Context: an optimization exercise on an open-source flow, tuned for small area, a short achievable clock period and few clock cycles. The choices shown serve that exercise and are no tape-out recipe.
Where RTL was checked, it was by simulation tests only, not by an equivalence proof against the original.

// day03p2_top
module day03p2_top (
    input  logic        clk_i,
    input  logic        rst_ni,
    input  logic [3:0]  digit_i,
    input  logic        eol_i,
    output logic [63:0] result_o,
    output logic        ready_o
);
logic [11:0][3:0] s_q, s_d;
logic [11:0]      s_en;
logic [39:0] lo_q;        
logic [23:0] hi_q, hi_d;  
logic [3:0]  d_q;         
logic        busy_q;      
logic        flush_q;     
logic [10:0] mb_q;        
logic        tg_q;        
logic        fin_q;       
logic        hold_q;      
logic        done_q;      
logic [6:0]  add_q;       
logic [9:0]  ma_q;        
logic        c_q;         
logic        dig, conv, nxt11;
logic [10:0] ms;
logic [11:1] lt, moved;
logic [47:0] r;
logic [39:0] a, b, y;
logic        co;
logic [3:0]  top;
logic [39:0] sum;
assign r     = s_q;
assign dig   = d_q != 4'd0;
assign conv  = busy_q;
assign nxt11 = mb_q[10];    
always_comb begin
    for (int i = 1; i < 12; i++) lt[i] = s_q[i] < s_q[i-1];
    moved[11] = lt[11];
    for (int i = 10; i >= 1; i--) moved[i] = moved[i+1] | lt[i];
    top = tg_q ? s_q[11] : 4'd0;
    for (int i = 0; i < 11; i++) ms[i] = mb_q[i] | done_q;
    for (int j = 0; j < 40; j++) begin
        a[j] = r[j] & ma_q[j/4];
        if (j >= 2) b[j] = (r[j-2] & mb_q[(j-2)/4]) | (lo_q[j] & add_q[1 + j/7]);
    end
    b[1] = top[2] | top[3] | (lo_q[1] & add_q[1]);
    b[0] = top[1] | top[3] | (lo_q[0] & add_q[1]);
end
bk_add #(.W(40)) u_add (.a(a), .b(b), .ci(top[3]), .y(y), .co(co));
assign sum = {y[38:0], top[0]};
inc_late #(.W(24)) u_inc (.a(hi_q), .ci(c_q), .y(hi_d));
always_comb begin
    s_d[0] = conv ? sum[3:0] : d_q;
    for (int i = 1; i < 12; i++)
        s_d[i] = (i < 10 ? sum[4*i +: 4] : 4'd0) | (ms[i-1] ? 4'd0 : s_q[i-1]);
    s_en[0] = (conv & ~hold_q) | (dig & (moved[1] | (d_q > s_q[0])));
    for (int i = 1; i < 12; i++) s_en[i] = (conv & ~hold_q) | (dig & moved[i]);
end
always_ff @(posedge clk_i or negedge rst_ni) begin
    if (!rst_ni) begin
        hi_q    <= 24'd0;
        busy_q  <= 1'b1;
        flush_q <= 1'b1;
        mb_q    <= 11'd0;
        done_q  <= 1'b0;
        tg_q    <= 1'b1;
        fin_q   <= 1'b0;
        hold_q  <= 1'b0;
        add_q   <= 7'd0;
  ...
Size in the first run: ~780 cells after synthesis, roughly 150 flip-flops, about 72 I/O pins.
==> module day03p2_top, before the edit <==
module day03p2_top (
    input  logic        clk_i,
    input  logic        rst_ni,
    input  logic [3:0]  digit_i,
    input  logic        eol_i,
    output logic [63:0] result_o,
    output logic        ready_o
);
logic [11:0][3:0] s_q, s_d;
logic [11:0]      s_en;
logic [39:0] lo_q;        
logic [23:0] hi_q, hi_d;  
logic [3:0]  d_q;         
logic        busy_q;      
logic        flush_q;     
logic [10:0] mb_q;        
logic        tg_q;        
logic        fin_q;       
logic        hold_q;      
logic        done_q;      
logic [6:0]  add_q;       
logic [9:0]  ma_q;        
logic        c_q;         
logic        dig, conv, nxt11;
logic [10:0] ms;
logic [11:1] lt, moved;
logic [47:0] r;
logic [39:0] a, b, y;
logic        co;
logic [3:0]  top;
logic [39:0] sum;
assign r     = s_q;
assign dig   = d_q != 4'd0;
assign conv  = busy_q;
assign nxt11 = mb_q[10];    
always_comb begin
    for (int i = 1; i < 12; i++) lt[i] = s_q[i] < s_q[i-1];
    moved[11] = lt[11];
    for (int i = 10; i >= 1; i--) moved[i] = moved[i+1] | lt[i];
    top = tg_q ? s_q[11] : 4'd0;
    for (int i = 0; i < 11; i++) ms[i] = mb_q[i] | done_q;
    for (int j = 0; j < 40; j++) begin
        a[j] = r[j] & ma_q[j/4];
        if (j >= 2) b[j] = (r[j-2] & mb_q[(j-2)/4]) | (lo_q[j] & add_q[1 + j/7]);
    end
    b[1] = top[2] | top[3] | (lo_q[1] & add_q[1]);
    b[0] = top[1] | top[3] | (lo_q[0] & add_q[1]);
end
bk_add #(.W(40)) u_add (.a(a), .b(b), .ci(top[3]), .y(y), .co(co));
assign sum = {y[38:0], top[0]};
inc_late #(.W(24)) u_inc (.a(hi_q), .ci(c_q), .y(hi_d));
always_comb begin
    s_d[0] = conv ? sum[3:0] : d_q;
    for (int i = 1; i < 12; i++)
        s_d[i] = (i < 10 ? sum[4*i +: 4] : 4'd0) | (ms[i-1] ? 4'd0 : s_q[i-1]);
    s_en[0] = (conv & ~hold_q) | (dig & (moved[1] | (d_q > s_q[0])));
    for (int i = 1; i < 12; i++) s_en[i] = (conv & ~hold_q) | (dig & moved[i]);
end
always_ff @(posedge clk_i or negedge rst_ni) begin
    if (!rst_ni) begin
        hi_q    <= 24'd0;
        busy_q  <= 1'b1;
        flush_q <= 1'b1;
        mb_q    <= 11'd0;
        done_q  <= 1'b0;
        tg_q    <= 1'b1;
        fin_q   <= 1'b0;
        hold_q  <= 1'b0;
        add_q   <= 7'd0;
        ma_q    <= 10'd0;
        c_q     <= 1'b0;
    end else begin
        hi_q   <= hi_d;
        fin_q  <= nxt11;
        hold_q <= nxt11 & mb_q[0];
        for (int k = 0; k < 7; k++) add_q[k] <= nxt11 & mb_q[k + 1] & ~flush_q;
        ma_q   <= (conv & ~nxt11 & ~fin_q & ~done_q) ? {mb_q[8:0], 1'b1}
                                                     : {10{nxt11 & ~flush_q}};
        c_q    <= add_q[0] & co;
        tg_q   <= ~(nxt11 | fin_q);
        done_q <= fin_q;
        mb_q   <= (conv & ~nxt11 & ~fin_q & ~done_q) ? {mb_q[9:0], 1'b1} : 11'd0;
        if (conv) begin
            busy_q <= ~done_q;
            if (done_q) flush_q <= 1'b0;
        end else begin
            busy_q <= eol_i;
        end
    end
end
always_ff @(posedge clk_i) begin
    d_q  <= (busy_q | eol_i) ? 4'd0 : digit_i;
    if (fin_q) lo_q <= y;
    for (int i = 0; i < 12; i++) if (s_en[i]) s_q[i] <= s_d[i];
end
assign result_o = {hi_q, lo_q};
assign ready_o  = ~busy_q;
endmodule
Settings: LEC_CHECK=0, CAP_MARGIN=20, CORE_MARGIN=2, CORE_UTILIZATION=40, CTS_BUF_LIST=sky130_fd_sc_hd__clkbuf_4 sky130_fd_sc_hd__clkbuf_8, CTS_CLUSTER_DIAMETER=100, CTS_CLUSTER_SIZE=30, SETUP_SLACK_MARGIN=4.5, SLEW_MARGIN=20; clock period 8.0 ns.
run.sh (not shown) runs the stock make flow with config.mk's settings and CLKGATE_MAP_FILE= SYNTH_SCRIPT=/design/flow/synth_recipe.tcl, a recipe that flattens the netlist after the stock synthesis.
Then changed:
--- a/flow/design.v
+++ b/flow/design.v
@@ -61,16 +61,16 @@
 logic [10:0] mb_q;        
 logic        tg_q;        
 logic        fin_q;       
 logic        hold_q;      
 logic        done_q;      
-logic [6:0]  add_q;       
-logic [9:0]  ma_q;        
+logic [3:0]  add_q;       
 logic        c_q;         
 logic        dig, conv, nxt11;
 logic [10:0] ms;
 logic [11:1] lt, moved;
+logic [9:0]  ma;
 logic [47:0] r;
 logic [39:0] a, b, y;
 logic        co;
 logic [3:0]  top;
 logic [39:0] sum;
@@ -81,14 +81,15 @@
 always_comb begin
     for (int i = 1; i < 12; i++) lt[i] = s_q[i] < s_q[i-1];
     moved[11] = lt[11];
     for (int i = 10; i >= 1; i--) moved[i] = moved[i+1] | lt[i];
     top = tg_q ? s_q[11] : 4'd0;
+    for (int i = 0; i < 10; i++) ma[i] = mb_q[i] | add_q[0];
     for (int i = 0; i < 11; i++) ms[i] = mb_q[i] | done_q;
     for (int j = 0; j < 40; j++) begin
-        a[j] = r[j] & ma_q[j/4];
-        if (j >= 2) b[j] = (r[j-2] & mb_q[(j-2)/4]) | (lo_q[j] & add_q[1 + j/7]);
+        a[j] = r[j] & ma[j/4];
+        if (j >= 2) b[j] = (r[j-2] & mb_q[(j-2)/4]) | (lo_q[j] & add_q[1 + j/14]);
     end
     b[1] = top[2] | top[3] | (lo_q[1] & add_q[1]);
     b[0] = top[1] | top[3] | (lo_q[0] & add_q[1]);
 end
 bk_add #(.W(40)) u_add (.a(a), .b(b), .ci(top[3]), .y(y), .co(co));
@@ -109,20 +110,17 @@
         mb_q    <= 11'd0;
         done_q  <= 1'b0;
         tg_q    <= 1'b1;
         fin_q   <= 1'b0;
         hold_q  <= 1'b0;
-        add_q   <= 7'd0;
-        ma_q    <= 10'd0;
+        add_q   <= 4'd0;
         c_q     <= 1'b0;
     end else begin
         hi_q   <= hi_d;
         fin_q  <= nxt11;
-        hold_q <= nxt11 & mb_q[0];
-        for (int k = 0; k < 7; k++) add_q[k] <= nxt11 & mb_q[k + 1] & ~flush_q;
-        ma_q   <= (conv & ~nxt11 & ~fin_q & ~done_q) ? {mb_q[8:0], 1'b1}
-                                                     : {10{nxt11 & ~flush_q}};
+        hold_q <= nxt11;
+        add_q  <= {4{nxt11 & ~flush_q}};
         c_q    <= add_q[0] & co;
         tg_q   <= ~(nxt11 | fin_q);
         done_q <= fin_q;
         mb_q   <= (conv & ~nxt11 & ~fin_q & ~done_q) ? {mb_q[9:0], 1'b1} : 11'd0;
         if (conv) begin
Result: Synthesized area decreases by 4.1%. Via count decreases by 0.47%. Routed wire length increases by 1.3%. Worst hold slack got worse by 0.0073 ns. Final cell count decreases by 1.3%.
Testbench counts after the change, summed over its fixed seeds: cycles 55,312.
For the first run of this note, only the layout was checked, not whether the RTL still works.

## separate check: timing with driven ports
No port has a modelled driver above. Below, the same layouts with a new extraction and two added sets of constraints. Step 1 assumes that a clkbuf_16 drives the clock port and a buf_2 every other input. Step 2 also shifts input and output timing later by t, the mid clock arrival at the registers, as if the neighbouring blocks saw the same clock. Slacks: ideal ports / drivers / drivers and shift; pairs: ideal ports / drivers.
run	shift t [ns]	setup slack, ns	worst data-port slew with drivers (ns)
the first run	0.502	4.623 / 4.596 / 4.623	0.03
the second run	0.497	4.639 / 4.639 / 4.639	0.03
After both steps setup and hold are still met in every run listed.
